From an optimization exercise on the open Yosys and OpenROAD flow, aimed at small area; shortcuts taken in it are not production practice. The RTL was checked by simulation tests, not by an equivalence proof against the original design. Power figures rest on the tool's default switching activity, not on a simulated workload.

**design/flow/design.v**
```verilog
module Purify_Line_Buffer #(
	parameter WIDTH = 8,
	parameter LEN   = 1057
) (
	input              clock,
	input              iLoad,
	input  [WIDTH-1:0] shiftin,
	output [WIDTH-1:0] shiftout
);
	reg [WIDTH*LEN-1:0] sr;
	wire [WIDTH-1:0] din = iLoad ? shiftin : sr[WIDTH*LEN-1 -: WIDTH];
	always @(posedge clock)
		sr <= {sr[WIDTH*(LEN-1)-1:0], din};
	assign shiftout = sr[WIDTH*LEN-1 -: WIDTH];
endmodule
module Purify_buffer_3(
    input         iCLK,
    input         iCLKen,      
    input  [7:0]  idata,
    output [7:0]  oRow1,       
    output        oRow0nz      
);
wire [7:0] a_out;
wire       b_out;
Purify_Line_Buffer #(.WIDTH(8), .LEN(1057)) bufA (
    .clock(iCLK), .iLoad(iCLKen), .shiftin(idata), .shiftout(a_out));
Purify_Line_Buffer #(.WIDTH(1), .LEN(1057)) bufB (
    .clock(iCLK), .iLoad(iCLKen), .shiftin(|a_out), .shiftout(b_out));
assign oRow1   = a_out;
assign oRow0nz = b_out;
endmodule
module Purify(
    input            iCLK,
    input      [9:0] idata,
    input            iDVAL,
    input            iFirst,
    input            iSecond,
    input            iValid1,
    input            iValid2,
    output     [7:0] odata
);
wire [7:0] a_out;
wire       b_out;
Purify_buffer_3 buf3_1(
    .iCLK(iCLK),
    .iCLKen(iDVAL),
    .idata(idata[9:2]),
    .oRow1(a_out),
    .oRow0nz(b_out)
);
reg [7:0] e1, e2;         
reg       f3;             
reg       b1, b2, b3;     
reg       z1, z2, z3;     
always @(posedge iCLK) begin
    e1 <= a_out;
    e2 <= e1;
    f3 <= |e2;
    b1 <= b_out;
    b2 <= b1;
    b3 <= b2;
    z1 <= |idata[9:2];
    z2 <= z1;
    z3 <= z2;
end
wire [7:0] center = iFirst ? e1 : e2;
wire l1nz  = (|e1) | (iSecond & (|e2)) | (~iFirst & ~iSecond & f3);
wire l2nz  = b1 | (~iFirst & b2) | (~iFirst & ~iSecond & b3);
wire nz    = z1 | z2 | z3 | l1nz | (iValid2 & l2nz);
assign odata = (iValid1 & nz) ? center : 8'd0;
endmodule
module CalcDir(
    input               iCLK,
    input               iRST_N,
    input       [10:0]  iH_Cont,
    input       [9:0]   iV_Cont,
    input       [9:0]   iColorVal,
    output  reg [2:0]   oDirection,
    output              oMotion
);
reg  [16:0] motion_count [0:6];
reg  [16:0] MostPixel;
reg  [2:0]  MostDirection;
integer i;
wire [10:0] diff = iH_Cont - 11'd216;
wire [6:0]  index;
assign index[6] =                   (diff < 114);
assign index[5] = (114  <= diff) && (diff < 228);
assign index[4] = (228  <= diff) && (diff < 342);
assign index[3] = (342  <= diff) && (diff < 456);
assign index[2] = (456  <= diff) && (diff < 572);
assign index[1] = (572  <= diff) && (diff < 686);
assign index[0] = (686  <= diff) && (diff < 800);
wire vact = (iV_Cont >= 27) && (iV_Cont < 627);
wire hit  = (iColorVal > 200);
always @(posedge iCLK or negedge iRST_N) begin
    if (!iRST_N) begin
        for (i = 0; i < 7; i = i + 1)
            motion_count[i] <= 0;
    end
    else begin
        for (i = 0; i < 7; i = i + 1)
            if (!vact)
                motion_count[i] <= 0;
            else if (hit && index[i])
                motion_count[i] <= motion_count[i] + 1'b1;
    end
end
always @(*) begin
    MostPixel = 0;
    MostDirection = 0;
    for (i = 0; i < 7; i = i + 1) begin
        if (MostPixel < motion_count[i]) begin
            MostPixel = motion_count[i];
            MostDirection = i;
        end
    end
    if (MostPixel < 600)
        MostDirection = 7;
end
always @(posedge iCLK or negedge iRST_N) begin
    if (!iRST_N)
        oDirection  <= 7;
    else if ((iV_Cont == 626) && (iH_Cont == 1015))
        oDirection  <= MostDirection;
end
assign oMotion = ~&oDirection;
endmodule
module	VGA_Controller(	 
						iRed,
						iGreen,
						iBlue,
						oRequest,
						oVGA_R,
						oVGA_G,
						oVGA_B,
						oVGA_H_SYNC,
						oVGA_V_SYNC,
						oVGA_SYNC,
						oVGA_BLANK,
						oDirection,
						oMotion,
						iCLK,
						iRST_N,
						iZOOM_MODE_SW
							);
input		[9:0]	iRed;
input		[9:0]	iGreen;
input		[9:0]	iBlue;
output	reg			oRequest;
output		[9:0]	oVGA_R;
output		[9:0]	oVGA_G;
output		[9:0]	oVGA_B;
output	reg			oVGA_H_SYNC;
output	reg			oVGA_V_SYNC;
output				oVGA_SYNC;
output				oVGA_BLANK;
output  [2:0]   oDirection;
output  	    oMotion;
input				iCLK;
input				iRST_N;
input 				iZOOM_MODE_SW;
reg		[10:0]		H_Cont;
reg		[9:0]		V_Cont;
reg					mVGA_H_SYNC;
reg					mVGA_V_SYNC;
reg		[7:0]		oVGA_PIX;
reg		[1:0]		lines_done;		 
wire	[7:0]		oPurify;
wire	h_act	=	(H_Cont >= 216) && (H_Cont < 1016);
wire	v_act	=	(V_Cont >= 27) && (V_Cont < 627);
assign	oVGA_R		=	{oVGA_PIX, 2'b00};
assign	oVGA_G		=	{oVGA_PIX, 2'b00};
assign	oVGA_B		=	{oVGA_PIX, 2'b00};
assign	oVGA_SYNC	=	1'b0;
assign	oVGA_BLANK	=	oVGA_H_SYNC & oVGA_V_SYNC;
always@(posedge iCLK or negedge iRST_N)
	begin
		if (!iRST_N)
			begin
				oVGA_PIX <= 0;
				oVGA_H_SYNC <= 0;
				oVGA_V_SYNC <= 0;
			end
		else
			begin
				oVGA_PIX <= (h_act && v_act) ? oPurify : 8'd0;
				oVGA_H_SYNC <= mVGA_H_SYNC;
				oVGA_V_SYNC <= mVGA_V_SYNC;
			end
	end
always@(posedge iCLK or negedge iRST_N)
begin
	if(!iRST_N)
		oRequest	<=	0;
	else
		oRequest	<=	(H_Cont >= 214) && (H_Cont < 1014) && v_act;
end
always@(posedge iCLK or negedge iRST_N)
begin
	if(!iRST_N)
	begin
		H_Cont		<=	0;
		mVGA_H_SYNC	<=	0;
	end
	else
	begin
		if( H_Cont != 1056 )
			H_Cont	<=	H_Cont+1'b1;
		else
			H_Cont	<=	0;
		mVGA_H_SYNC	<=	(H_Cont >= 128);
	end
end
always@(posedge iCLK or negedge iRST_N)
begin
	if(!iRST_N)
	begin
		V_Cont		<=	0;
		mVGA_V_SYNC	<=	0;
	end
	else if(H_Cont==0)
	begin
		if( V_Cont != 628 )
			V_Cont	<=	V_Cont+1'b1;
		else
			V_Cont	<=	0;
		mVGA_V_SYNC	<=	(V_Cont >= 4);
	end
end
always@(posedge iCLK or negedge iRST_N)
begin
	if(!iRST_N)
		lines_done	<=	0;
	else if(H_Cont == 1015 && v_act && !lines_done[1])
		lines_done	<=	lines_done + 1'b1;
end
CalcDir    calc0(
	.iCLK(iCLK),
	.iRST_N(iRST_N),
	.iH_Cont(H_Cont),
	.iV_Cont(V_Cont),
	.iColorVal(iGreen),
	.oDirection(oDirection),
	.oMotion(oMotion)
);
Purify     purify0(
	.iCLK(iCLK),
	.idata(iGreen),
	.iDVAL(oRequest),
	.iFirst(H_Cont == 216),
	.iSecond(H_Cont == 217),
	.iValid1(lines_done != 0),
	.iValid2(lines_done[1]),
	.odata(oPurify)
);
endmodule
```
**design/flow/run.sh**
```bash
#!/bin/bash
# synth_recipe.tcl (not shown) runs the flow's synth.tcl, then flattens the netlist and writes it again
# the make line also repeats each setting of config.mk as NAME=value (left out here)
make -C /OpenROAD-flow-scripts/flow DESIGN_CONFIG=/design/flow/config.mk WORK_HOME=/design/flow/orfs CLKGATE_MAP_FILE= SYNTH_SCRIPT=/design/flow/synth_recipe.tcl finish
```
**design/flow/constraint.sdc**
```tcl
create_clock -name core_clock -period 15.0 [get_ports {iCLK}]
set_input_delay 3.0000 -clock core_clock [delete_from_list [all_inputs] [get_ports {iCLK}]]
set_output_delay 3.0000 -clock core_clock [all_outputs]
set_load 0.01 [all_outputs]
```
**design/flow/config.mk**
```make
export PLATFORM = sky130hd
export DESIGN_NAME = VGA_Controller
export DESIGN_NICKNAME = VGA_Controller
export VERILOG_FILES = /design/flow/design.v
export SDC_FILE = /design/flow/constraint.sdc
export NUM_CORES = 4
export LEC_CHECK = 0
export CAP_MARGIN = 20
export CORE_MARGIN = 2
export CORE_UTILIZATION = 55
export PLACE_DENSITY = 0.65
export SLEW_MARGIN = 20
```
==> results of run 1 <==
[kinds of logic (layout without fill, tap and decap cells)]
kind of cell	Yosys count	in the layout	share of synthesized area, %
compound gates	227	227	0.703
xor+xnor	116	116	0.500
fa+ha+maj	116	116	0.715
buf+inv	196	1670	0.416
flops	9694	9694	95.9
mux	87	87	0.480
other cells	1	10	0.00185
simple gates	502	502	1.24
[sequential cells by signal, summed over array words and instances, names as in the netlist]
register,flops
oRequest,1
V_Cont,10
purify0.z1,1
purify0.z2,1
lines_done,2
purify0.buf3_1.bufB.sr,1057
purify0.buf3_1.bufA.sr,8456
H_Cont,11
purify0.b3,1
purify0.b2,1
oVGA_V_SYNC,1
purify0.b1,1
purify0.e1,8
purify0.z3,1
mVGA_H_SYNC,1
purify0.f3,1
mVGA_V_SYNC,1
calc0.motion_count,119
calc0.oDirection,3
oVGA_PIX,8
oVGA_H_SYNC,1
purify0.e2,8
[per-layer routing]
metal  GRT usage, %  part of all wire (%)  vias up
li1               -                     -    35900
met1           19.2                    54    33200
met2           17.4                    40      965
met3           2.84                   4.0      524
met4           4.60                   2.7        0
met5              0                     0        -
[critical path: cells and delay by family, from the launching register on]
family                     cells  cell delay, ps
buffers and inverters          6            1430
AOI/OAI and AO/OA             23            5180
muxes                          4            1560
and+or+nand+nor               15            3490
adders and majority gates      6            1630
DFF                            1             420
[Yosys cell counts (19+ instances only)]
library cell	instances	area (sq um)
nand4_1	46	288
o21ai_0	57	285
ha_1	116	1450
xnor2_1	101	885
nand2_1	87	327
nor4_1	28	175
buf_4	23	173
dfrtp_1	155	3880
mux2_2	58	653
or3_1	27	169
nand3_1	34	170
inv_1	114	428
clkbuf_1	46	173
mux2i_1	19	190
dfxtp_1	9536	191000
nor3_1	42	210
nor2_1	167	627
a21oi_1	69	345
[per-stage QoR]
step | setup slack [ps] | hold WS, ps
6_report | 1170 | 251
5_1_grt | 17.0 | 249
4_1_cts | 1010 | 245
3_5_place_dp | 1050 | 312
3_3_place_gp | 976 | 310
2_1_floorplan | 2840 | 310
[final timing paths]
check                                                              to  slack (ps)                                   from  cells after the start
worst max-delay path                  calc0.oDirection[1]$_DFFE_PN1P_        1170  calc0.motion_count[1][11]$_DFFE_PN0P_                     54
worst min-delay path              purify0.buf3_1.bufB.sr[597]$_DFF_P_         250    purify0.buf3_1.bufB.sr[596]$_DFF_P_                      0
worst max register to register        calc0.oDirection[1]$_DFFE_PN1P_        1170  calc0.motion_count[1][11]$_DFFE_PN0P_                     54
worst min register to register    purify0.buf3_1.bufB.sr[597]$_DFF_P_         250    purify0.buf3_1.bufB.sr[596]$_DFF_P_                      0
max in group asynchronous        calc0.motion_count[2][1]$_DFFE_PN0P_       11730                                 iRST_N                      2
min in group asynchronous       calc0.motion_count[0][16]$_DFFE_PN0P_        1960                                 iRST_N                      1
[layout make-up]
cell class	count	area share, %
clock buffer	1198	10.1
tap	4837	2.55
sequential	9694	82.1
timing repair buffer	64	0.248
clock inverter	294	1.69
antenna	3	0.00316
multi-input combinational	1055	3.13
inverter	114	0.180
[power breakdown]
group / internal, uW / switching, uW
Combinational: 3.40 / 12.3
Clock: 12000 / 8930
Sequential: 25700 / 0.0119
Total: 37800 / 8940
==> reports/results.ini, run 1 <==
[status]
status = no timing/DRC/antenna violations

[clocking]
cts_tree = yes
cts_resized = 0
cts_sinks = 9694
cts_root_buf = clkbuf_16
clkLatencyLatePin_ps = 1050
cts_hold_buf = 0
clk_pin_slew_ps = 60
cts_buffer_depth = 4
postCtsSetupBuffers = 0
cts_buffers = 812
htree_num_levels = 6

[worst_hold_path]
min_path_type = flip-flop to flip-flop

[finish]
final_area_sq_mm = 0.237
layout_commonest_cell = dfxtp_1
fillers = 24700
multiInputGateArea_sq_mm = 0.00743
regArea_sq_mm = 0.195
area.growth.synth_to_final_pct = 16.8
final_cell_mix = 9536 x dfxtp_1, 818 x clkbuf_16, 202 x clkbuf_8
nNetsFinal = 11900
fin_util_pct = 64.4
drive_gt1_share_pct = 11.5
finalNonFillerCells = 17300

[pwr]
p_per_area_mw_per_mm2 = 197
p_total_uw = 46700
p_leak_uw = 0.0957
ir_drop_mv = 0.141

[sta]
setup_viol = 0
min_period_over_period_pct = 92.2
min_period_ps = 13830
hold_violations = 0
fin_setup_tns_ps = 0
tightestPinTransition_ps = 1030
slew_viol_final = 0
rsz0062_at_grt = no
max-slew-margin-rel_pct = 31.1
finalClockSkew_ps = 123
fmax_mhz = 72.3

[drt]
wl_mm = 232
wl_per_cell_um = 13.5
drc_errors = 0
drt_first_pass_iters = 5
dr_total_vias = 70600
via_per_inst = 4.09
drtAntennaViolNets = 0
drt-initial-drc-count = 2934

[worst_setup_path]
critical_path.max_stage_delay_ps = 660
critPathArrivalTime_ps = 14780
cp_slowest_cell = nor4_1
worstSetupPathType = flip-flop to flip-flop
startpoint_type = flip-flop
endpoint_kind = flip-flop
path_common_cell = ha_1
critPathMaxFanout = 25
required_ps = 15950

[logic_synthesis]
synth-seq-area-share_pct = 95.9
synth_flop_cell = dfxtp_1
avgSynthCellArea_sq_um = 18.6
synthCells = 10900
ys_types = 82
synth_edf_count = 0
mappedNetlistArea_sq_mm = 0.203
yosysWarningCount = 6
synth-seq-cells = 9694
async_reset_ff_share_pct = 1.63

[floorplan]
num_rows = 223
initial_utilization_pct = 55.1
dieArea_sq_mm = 0.374
dieHeight_um = 612
core-area_sq_mm = 0.368
die_w_um = 612
ios = 72

[global_routing]
grt_pass1_vias = 75000
grt_max_degree = 78
grt_pass1_wl_mm = 391
grt_usage_pct = 12.6
grt_antenna_before_repair = 3
gr-total-overflow = 0

[placement]
place_area_sq_mm = 0.209
gp_congestion = 0.743
dp_hpwl_mm = 110
place_inst = 15800
portBuffers = 43

[flow_run]
cap_violations = 0

==> run 2, diff against run 1 <==
--- a/design/flow/design.v
+++ b/design/flow/design.v
@@ -78,51 +78,57 @@
     output  reg [2:0]   oDirection,
     output              oMotion
 );
-reg  [16:0] motion_count [0:6];
-reg  [16:0] MostPixel;
-reg  [2:0]  MostDirection;
-integer i;
-wire [10:0] diff = iH_Cont - 11'd216;
-wire [6:0]  index;
-assign index[6] =                   (diff < 114);
-assign index[5] = (114  <= diff) && (diff < 228);
-assign index[4] = (228  <= diff) && (diff < 342);
-assign index[3] = (342  <= diff) && (diff < 456);
-assign index[2] = (456  <= diff) && (diff < 572);
-assign index[1] = (572  <= diff) && (diff < 686);
-assign index[0] = (686  <= diff) && (diff < 800);
-wire vact = (iV_Cont >= 27) && (iV_Cont < 627);
-wire hit  = (iColorVal > 200);
-always @(posedge iCLK or negedge iRST_N) begin
-    if (!iRST_N) begin
-        for (i = 0; i < 7; i = i + 1)
-            motion_count[i] <= 0;
+reg  [16:0] r0, r1, r2, r3, r4, r5, r6;
+reg  [16:0] best;
+reg  [2:0]  best_idx;
+wire vact  = (iV_Cont >= 27) && (iV_Cont < 627);
+wire hact  = (iH_Cont >= 216) && (iH_Cont < 1016);
+wire last  = (iV_Cont == 626) && (iH_Cont == 1015);
+reg         band_end;
+reg  [2:0]  band;
+always @(*) begin
+    band_end = 1'b1;
+    band     = 3'd0;
+    case (iH_Cont)
+        11'd329:  band = 3'd6;
+        11'd443:  band = 3'd5;
+        11'd557:  band = 3'd4;
+        11'd671:  band = 3'd3;
+        11'd787:  band = 3'd2;
+        11'd901:  band = 3'd1;
+        11'd1015: band = 3'd0;
+        default:  band_end = 1'b0;
+    endcase
+end
+wire        inc   = vact && hact && (iColorVal > 200) && !last;
+wire [16:0] cur   = r0 + inc;
+wire        rot   = band_end || !vact;
+wire        ge    = (cur >= best);
+wire        take  = (band == 3'd6) || ge;
+always @(posedge iCLK) begin
+    if (rot) begin
+        r0 <= r1;
+        r1 <= r2;
+        r2 <= r3;
+        r3 <= r4;
+        r4 <= r5;
+        r5 <= r6;
+        r6 <= vact ? cur : 17'd0;
     end
     else begin
-        for (i = 0; i < 7; i = i + 1)
-            if (!vact)
-                motion_count[i] <= 0;
-            else if (hit && index[i])
-                motion_count[i] <= motion_count[i] + 1'b1;
+        r0 <= cur;
     end
-end
-always @(*) begin
-    MostPixel = 0;
-    MostDirection = 0;
-    for (i = 0; i < 7; i = i + 1) begin
-        if (MostPixel < motion_count[i]) begin
-            MostPixel = motion_count[i];
-            MostDirection = i;
-        end
+    if (band_end && take) begin
+        best     <= cur;
+        best_idx <= band;
     end
-    if (MostPixel < 600)
-        MostDirection = 7;
-end
+end
+wire enough = (cur >= 600) || (best >= 600);
 always @(posedge iCLK or negedge iRST_N) begin
     if (!iRST_N)
         oDirection  <= 7;
-    else if ((iV_Cont == 626) && (iH_Cont == 1015))
-        oDirection  <= MostDirection;
+    else if (last)
+        oDirection  <= !enough ? 3'd7 : ge ? 3'd0 : best_idx;
 end
 assign oMotion = ~&oDirection;
 endmodule
--- a/design/flow/config.mk
+++ b/design/flow/config.mk
@@ -8,5 +8,6 @@
 export CAP_MARGIN = 20
 export CORE_MARGIN = 2
 export CORE_UTILIZATION = 55
+export CTS_BUF_LIST = sky130_fd_sc_hd__clkbuf_8
 export PLACE_DENSITY = 0.65
 export SLEW_MARGIN = 20
==> reports/results.ini, run 2 <==
[drt]
via_per_inst = 3.97  ; -3.0%
wl_per_cell_um = 12.2  ; -9.6%
drc_errors = 0  ; unchanged
dr_total_vias = 68500  ; -2.9%
drtAntennaViolNets = 0  ; unchanged
wl_mm = 210  ; -9.5%
drt-initial-drc-count = 3015  ; +2.8%
drt_first_pass_iters = 7  ; +2

[floorplan]
num_rows = 220  ; -1.3%
dieHeight_um = 605  ; -1.1%
dieArea_sq_mm = 0.366  ; -2.1%
core-area_sq_mm = 0.359  ; -2.4%
initial_utilization_pct = 55.3  ; +0.15 points
die_w_um = 605  ; -1.1%
ios = 72  ; unchanged

[clocking]
clk_pin_slew_ps = 60  ; about the same
cts_resized = 0  ; unchanged
postCtsSetupBuffers = 0  ; unchanged
cts_tree = yes
cts_buffer_depth = 5  ; +1
htree_num_levels = 7  ; +1
cts_root_buf = clkbuf_8
cts_hold_buf = 0  ; unchanged
cts_sinks = 9714  ; +0.21%
clkLatencyLatePin_ps = 1250  ; +200 ps
cts_buffers = 1400  ; +72%

[sta]
fin_setup_tns_ps = 0  ; unchanged
min_period_over_period_pct = 50.5  ; -42 points
hold_violations = 0  ; unchanged
layout_setup_ws_ps = 7420  ; +6250 ps
tightestPinTransition_ps = 942  ; -91.4 ps
slew_viol_final = 0  ; unchanged
max-slew-margin-rel_pct = 37.2  ; +6.1 points
rsz0062_at_grt = no
fmax_mhz = 132  ; +83%
min_period_ps = 7580  ; -6250 ps
setup_viol = 0  ; unchanged
finalClockSkew_ps = 67.7  ; -55.1 ps

[worst_setup_path]
endpoint_kind = flip-flop
crit_start = iGreen[2]
worstSetupPathType = input pin to flip-flop
crit_chain = clkdlybuf4s50_1, o31ai_1, nand2_1, a311oi_2, nor3_1, ha_1, ha_1, and4_4, nand2_1, xnor2_1, ha_1, o21a_1, o21ai_0, o21ba_2, a221oi_1, o311ai_1, and3_1, a21oi_1, buf_4
r2r_slack_ps = 8190  ; +7020 ps
critPathArrivalTime_ps = 8420  ; -6360 ps
r2r_start = V_Cont[0]$_DFFE_PN0N_
startpoint_type = input pin
critPathMaxFanout = 12  ; -52%
critical_path.max_stage_delay_ps = 690  ; +30 ps
cp_slowest_cell = a21oi_1
path_common_cell = ha_1
required_ps = 15840  ; -110 ps

[logic_synthesis]
synth-seq-cells = 9714  ; +0.21%
synthCells = 10100  ; -7.5%
yosysTopAreaCell = dfxtp_1
synth_top_cell_area_share_pct = 96.2  ; +2.2 points
synth_area_leaders = dfxtp_1 96%, edfxtp_1 1.8%, dfrtp_1 0.45%
synth.most_common_cell = dfxtp_1
synth_flop_cell = dfxtp_1
ys_types = 69  ; -16%
async_reset_ff_share_pct = 0.401  ; -1.2 points
synth-seq-area-share_pct = 98.5  ; +2.6 points
yosysWarningCount = 5  ; -1
avgSynthCellArea_sq_um = 19.6  ; +5.8%
synth_commonest_cells = 9553 x dfxtp_1, 122 x edfxtp_1, 57 x nor2_1, 36 x dfrtp_1, 32 x inv_1
mappedNetlistArea_sq_mm = 0.199  ; -2.1%
synth_edf_count = 122  ; +122

[placement]
portBuffers = 43  ; unchanged
dp_hpwl_mm = 89.1  ; -19%
gp_congestion = 0.719  ; -3.2%
pre_cts_ws_ps = 6060  ; +5000 ps
place_inst = 14900  ; -5.4%

[global_routing]
grt_pass1_vias = 75000  ; -0.056%
grt_usage_pct = 12.1  ; -0.46 points
grt_pass1_wl_mm = 364  ; -7.0%
gr-total-overflow = 0  ; unchanged
grt_max_degree = 65  ; -17%
grt_antenna_before_repair = 4  ; +1

[finish]
final_cell_mix = 9553 x dfxtp_1, 1707 x clkbuf_8, 503 x inv_1
finalNonFillerCells = 17300  ; +0.029%
fillers = 24700  ; -0.093%
nNetsFinal = 11600  ; -2.5%
top_register = purify0.buf3_1.bufA.sr
layout_commonest_cell = dfxtp_1
largest_register_ffs = 8456  ; unchanged
largestRegisters = purify0.buf3_1.bufA.sr: 8456 flops, purify0.buf3_1.bufB.sr: 1057 flops
drive_gt1_share_pct = 15.5  ; +4.0 points
area.growth.synth_to_final_pct = 16.5

[worst_hold_path]
holdCritStartpoint = purify0.buf3_1.bufA.sr[8137]$_DFF_P_
min_path_type = flip-flop to flip-flop

[pwr]
p_per_area_mw_per_mm2 = 195  ; -1.2%
ir_drop_mv = 0.113  ; -19%
p_total_uw = 45100  ; -3.6%
p_leak_uw = 0.0958  ; about the same

[flow_run]
cap_violations = 0  ; unchanged

[status]
status = no timing/DRC/antenna violations

run 2: cell types whose count changed in the layout (fill, tap and decap cells not counted), sizes merged, moves of 59 or more:
cell	before	now
xnor2	101	19
inv	138	526
edfxtp	0	122
ha	116	23
clkinv	206	121
nor2	168	58
a21oi	69	10
clkbuf	1198	1707
dfrtp	155	36
nand2	88	22
run 2: layer usage:
layer  track usage [%]  part of all wire [%]  vias to the layer above
met2              15.3                    39                     1349
li1                  -                     -                    34600
met1              17.3                    53                    32000
met5                 0                     0                        -
met3              4.93                   5.7                      539
met4              6.93                   2.7                        0
run 2: final cells by class:
type / count / area, sq um / share of cell area, %
diodes: 4 / 10.0 / 0.00432
clock buffers: 1707 / 23500 / 10.1
clock inverters: 646 / 3170 / 1.37
inverters: 32 / 121 / 0.0524
multi-input cells: 342 / 2520 / 1.09
flip-flops and latches: 9714 / 196000 / 84.6
well taps: 4773 / 5970 / 2.58
repair buffers: 46 / 448 / 0.193
run 2: kinds of logic (layout without fill, tap and decap cells):
group | count (synthesis) | in the layout | share of synthesized area (%)
compound gates | 50 | 50 | 0.195
xor+xnor | 35 | 35 | 0.169
fa+ha+maj | 24 | 24 | 0.150
buf+inv | 74 | 2431 | 0.202
flops | 9714 | 9714 | 98.5
mux | 33 | 33 | 0.199
other cells | 1 | 11 | 0.00189
simple gates | 193 | 193 | 0.536
run 2: metrics by stage:
step / hold WS [ps] / area (sq um) / utilization (%)
after detailed placement: 312 / 205000 / 57.0
final: 269 / 232000 / 64.4
after floorplan: 310 / 199000 / -
after CTS: 262 / 232000 / 64.4
after global routing: 274 / 232000 / 64.4
after global placement: 310 / 205000 / 57.0
run 2: critical path: cells and delay by family:
| kind | cells | cell delay (ps) |
|---|---|---|
| buffers and inverters | 2 | 790 |
| AND/OR/NAND/NOR | 5 | 790 |
| adder cells (fa/ha/maj) | 3 | 930 |
| XOR/XNOR | 1 | 170 |
| AO/OA/AOI/OAI | 8 | 2710 |
run 2: path summary, 6_finish.rpt:
kind                                                             end  depth (start not counted)
worst max register to register               calc0.best[6]$_DFFE_PP_                         20
max in group asynchronous                      oVGA_V_SYNC$_DFF_PN0_                          1
worst min-delay path            purify0.buf3_1.bufA.sr[8145]$_DFF_P_                          0
min in group asynchronous                      V_Cont[1]$_DFFE_PN0N_                          1
worst min register to register  purify0.buf3_1.bufA.sr[8145]$_DFF_P_                          0
worst max-delay path                         calc0.best[6]$_DFFE_PP_                         19
run 2: power breakdown:
part	internal [uW]	total, uW	switching, uW
sequential	25800	25800	0.0351
combinational	2.73	7.12	4.39
clock	10500	19200	8720
total	36300	45100	8720
==> run 3, diff against run 2 <==
==> design/flow/flow/run.sh (new file) <==
#!/bin/bash
# Own flow: the standard layout (standard.sh), with clock tree synthesis
# using small clock buffers and no dummy loads. Each tool's output is in
# orfs/logs/; make's own output goes to flow_make.log here.
set -euo pipefail
export CTS_ARGS="-sink_clustering_enable -repair_clock_nets -dont_use_dummy_load -buf_list sky130_fd_sc_hd__clkbuf_4 -sink_clustering_size 10 -sink_clustering_max_diameter 40"
bash standard.sh > flow_make.log 2>&1
==> design/flow/standard.sh (new file) <==
#!/bin/bash
# synth_recipe.tcl (not shown) runs the flow's synth.tcl, then flattens the netlist and writes it again
# the make line also repeats each setting of config.mk as NAME=value (left out here)
make -C /OpenROAD-flow-scripts/flow DESIGN_CONFIG=/design/flow/config.mk WORK_HOME=/design/flow/orfs CLKGATE_MAP_FILE= SYNTH_SCRIPT=/design/flow/synth_recipe.tcl "${@:-finish}"
--- a/design/flow/config.mk
+++ b/design/flow/config.mk
@@ -8,6 +8,5 @@
 export CAP_MARGIN = 20
 export CORE_MARGIN = 2
 export CORE_UTILIZATION = 55
-export CTS_BUF_LIST = sky130_fd_sc_hd__clkbuf_8
 export PLACE_DENSITY = 0.65
 export SLEW_MARGIN = 20
removed: design/flow/run.sh
==> reports/results.ini, run 3 <==
[clocking]
clkLatencyLatePin_ps = 1540  ; +290 ps
cts_resized = 0  ; unchanged
cts_root_buf = clkbuf_4
cts_hold_buf = 0  ; unchanged
postCtsSetupBuffers = 0  ; unchanged
cts_tree = yes
cts_sinks = 9714  ; unchanged
cts_buffers = 1193  ; -15%
htree_num_levels = 7  ; unchanged
clk_pin_slew_ps = 110  ; +50 ps
cts_buffer_depth = 5  ; unchanged

[placement]
portBuffers = 43  ; unchanged
dp_hpwl_mm = 89.1  ; unchanged
place_area_sq_mm = 0.205  ; unchanged
gp_congestion = 0.719  ; unchanged

[logic_synthesis]
synth.most_common_cell = dfxtp_1
synth_commonest_cells = 9553 x dfxtp_1, 122 x edfxtp_1, 57 x nor2_1, 36 x dfrtp_1, 32 x inv_1
ys_types = 69  ; unchanged
synthCells = 10100  ; unchanged
synth_area_leaders = dfxtp_1 96%, edfxtp_1 1.8%, dfrtp_1 0.45%
async_reset_ff_share_pct = 0.401  ; unchanged
avgSynthCellArea_sq_um = 19.6  ; unchanged
mappedNetlistArea_sq_mm = 0.199  ; unchanged
synth_top_cell_area_share_pct = 96.2  ; unchanged
synth_edf_count = 122  ; unchanged
yosysTopAreaCell = dfxtp_1
synth-seq-area-share_pct = 98.5  ; unchanged
yosysWarningCount = 5  ; unchanged
synth_flop_cell = dfxtp_1
synth-seq-cells = 9714  ; unchanged

[pwr]
p_comb_share_pct = 0  ; unchanged
ir_drop_mv = 0.0974  ; -14%
p_per_area_mw_per_mm2 = 171  ; -12%
internal_power_uw = 29500  ; -19%
power_switching_uw = 7050  ; -19%
seqPwrFrac_pct = 70.6  ; +13 points
clkPwrFrac_pct = 29.4  ; -13 points
swShare_pct = 19.3  ; -0.063 points
p_leak_uw = 0.0857  ; -11%

[sta]
finalClockSkew_ps = 131  ; +63.2 ps
max-slew-margin-rel_pct = 38.1  ; +0.92 points
tightestPinTransition_ps = 929  ; -13.8 ps
rsz0062_at_grt = no
whs_ps = 242  ; -26.8 ps
hold_violations = 0  ; unchanged
fmax_mhz = 138  ; +4.9%
slew_viol_final = 0  ; unchanged
min_period_ps = 7220  ; -352 ps
fin_setup_tns_ps = 0  ; unchanged
min_period_over_period_pct = 48.2  ; -2.3 points
setup_viol = 0  ; unchanged

[global_routing]
gr-usage-met2_pct = 14.5  ; -0.83 points
grt_pass1_wl_mm = 348  ; -4.2%
met1_usage_pct = 17.0  ; -0.32 points
grt_max_degree = 65  ; unchanged
grt_antenna_before_repair = 7  ; +3
grt_usage_pct = 11.6  ; -0.47 points
grt.busiest_layer = met1
grt_pass1_vias = 71500  ; -4.6%
grt.met3_usage_pct = 3.79  ; -1.1 points
gr-total-overflow = 0  ; unchanged

[drt]
drt-initial-drc-count = 2711  ; -10%
via_per_inst = 4.10  ; +3.3%
wl_mm = 200  ; -4.7%
wl_per_cell_um = 12.4  ; +2.0%
dr_total_vias = 66100  ; -3.5%
drc_errors = 0  ; unchanged
drtAntennaViolNets = 0  ; unchanged
drt_first_pass_iters = 5  ; -2

[finish]
fillers = 26300  ; +6.7%
largest_register_ffs = 8456  ; unchanged
drive_gt1_share_pct = 11.0  ; -4.4 points
largestRegisters = purify0.buf3_1.bufA.sr: 8456 flops, purify0.buf3_1.bufB.sr: 1057 flops
nNetsFinal = 11400  ; -1.8%
layout_commonest_cell = dfxtp_1
fin_util_pct = 59.5  ; -4.9 points
final_cell_mix = 9553 x dfxtp_1, 1193 x clkbuf_4, 122 x edfxtp_1
top_register = purify0.buf3_1.bufA.sr
final_area_sq_mm = 0.214  ; -7.6%
area.growth.synth_to_final_pct = 7.65

[worst_setup_path]
startpoint_type = input pin
cp_slowest_cell = a21oi_1
critical_path.max_stage_delay_ps = 670  ; -20 ps
required_ps = 16180  ; +340 ps
crit_family = compound AO/OA/AOI/OAI gates
critPathArrivalTime_ps = 8400  ; -20 ps
critPathMaxFanout = 12  ; unchanged
crit_chain = clkdlybuf4s50_1, o31ai_1, nand2_1, a311oi_2, nor3_1, ha_1, ha_1, and4_4, nand2_1, xnor2_1, ha_1, o21a_1, o21ai_0, o21ba_2, a221oi_1, o311ai_1, and3_1, a21oi_1, buf_4
path_common_cell = ha_1
worstSetupPathType = input pin to flip-flop
endpoint_kind = flip-flop
crit_buf_inv = 2  ; unchanged

[floorplan]
core-area_sq_mm = 0.359  ; unchanged
dieHeight_um = 605  ; unchanged
num_rows = 220  ; unchanged
dieArea_sq_mm = 0.366  ; unchanged
die_w_um = 605  ; unchanged
ios = 72  ; unchanged
initial_utilization_pct = 55.3  ; unchanged

[flow_run]
cap_violations = 0  ; unchanged

[status]
status = no timing/DRC/antenna violations

[worst_hold_path]
min_path_type = flip-flop to flip-flop

-- run 3: cell counts after synthesis --
No cell type changed its count.
-- run 3: path summary, 6_finish.rpt --
check / from / to / slack [ps] / cells after the start
min in group asynchronous: iRST_N / oVGA_PIX[2]$_DFF_PN0_ / 1570 / 1
setup reg to reg: V_Cont[0]$_DFFE_PN0N_ / calc0.best[0]$_DFFE_PP_ / 8250 / 20
setup / recovery: iGreen[2] / calc0.best[0]$_DFFE_PP_ / 7780 / 19
max in group asynchronous: iRST_N / H_Cont[5]$_DFF_PN0_ / 12830 / 1
hold reg to reg: purify0.buf3_1.bufA.sr[4055]$_DFF_P_ / purify0.buf3_1.bufA.sr[4063]$_DFF_P_ / 240 / 0
hold / removal: purify0.buf3_1.bufA.sr[4055]$_DFF_P_ / purify0.buf3_1.bufA.sr[4063]$_DFF_P_ / 240 / 0
-- run 3: power groups by stage --
stage / registers [uW] / clock network [uW] / logic, uW
floorplan: 26400 / 0 / 2.59
global route: 25800 / 12400 / 8.00
detailed placement: 26400 / 0 / 7.43
CTS: 25800 / 11400 / 7.44
global placement: 26400 / 0 / 7.60
finish: 25800 / 10700 / 7.13
-- run 3: layout make-up --
class,count,area [sq um],share of cell area (%)
multi-input cells,342,2520,1.18
inverters,32,121,0.0567
well taps,4773,5970,2.79
clock buffers,1193,8960,4.19
flip-flops and latches,9714,196000,91.5
diodes,27,67.6,0.0316
repair buffers,46,448,0.209
-- run 3: layer usage --
metal	routed length (um)	share of wire, %	up-vias
met5	0	0	-
met1	108000	54	30600
met2	75900	38	1159
li1	-	-	33700
met4	7690	3.8	0
met3	8790	4.4	725
-- run 3: metrics by stage --
step	power (uW)	setup slack [ps]	instances
final	36600	7780	16100
after detailed placement	26400	6060	14900
after CTS	37200	7880	16100
after floorplan	26400	7720	10100
after global placement	26400	5960	14900
after global routing	38200	7540	16100
-- run 3: worst reg2reg max path: cells and delay by family (launching register included) --
| family | cells | cell delay (ps) |
|---|---|---|
| compound gates | 9 | 3070 |
| xor+xnor | 1 | 470 |
| fa+ha+maj | 4 | 1030 |
| buf+inv | 1 | 360 |
| flops | 1 | 410 |
| simple gates | 5 | 1100 |
-- run 3: cell families (layout without fill, tap and decap cells) --
kind of cell | Yosys count | count (layout) | synth area share (%)
AO/OA/AOI/OAI | 50 | 50 | 0.195
AND/OR/NAND/NOR | 193 | 193 | 0.536
XOR/XNOR | 35 | 35 | 0.169
multiplexers | 33 | 33 | 0.199
other | 1 | 34 | 0.00189
adder cells (fa/ha/maj) | 24 | 24 | 0.150
buffers and inverters | 74 | 1271 | 0.202
flip-flops | 9714 | 9714 | 98.5

[what the ideal ports hide]
No port has a modelled driver above. Below, the same layouts with a new extraction and two added sets of constraints. Step 1: set_driving_cell puts a clkbuf_16 on iCLK and a buf_2 on each other input, an assumption about the parent block. Step 2 times the ports against the registers' clock, not the clock port: input delays grow and output delays shrink by t, the midpoint of the rising clock arrivals with the driver on. Three values: ideal ports, drivers, drivers and shift; two values: the first two.
run | shift t [ns] | slack for setup (ns) | hold WS [ns]
run 1 | 1.099 | 1.172 / 1.172 / 1.172 | 0.251 / 0.251 / 0.251
run 2 | 1.292 | 7.425 / 7.493 / 6.201 | 0.269 / 0.269 / 0.269
run 3 | 1.600 | 7.776 / 7.841 / 6.241 | 0.242 / 0.242 / 0.242
After both steps setup and hold are still met in every run listed. For run 3, which loses most, drivers alone change the setup slack by +0.065 ns; drivers and shift together by -1.535 ns.
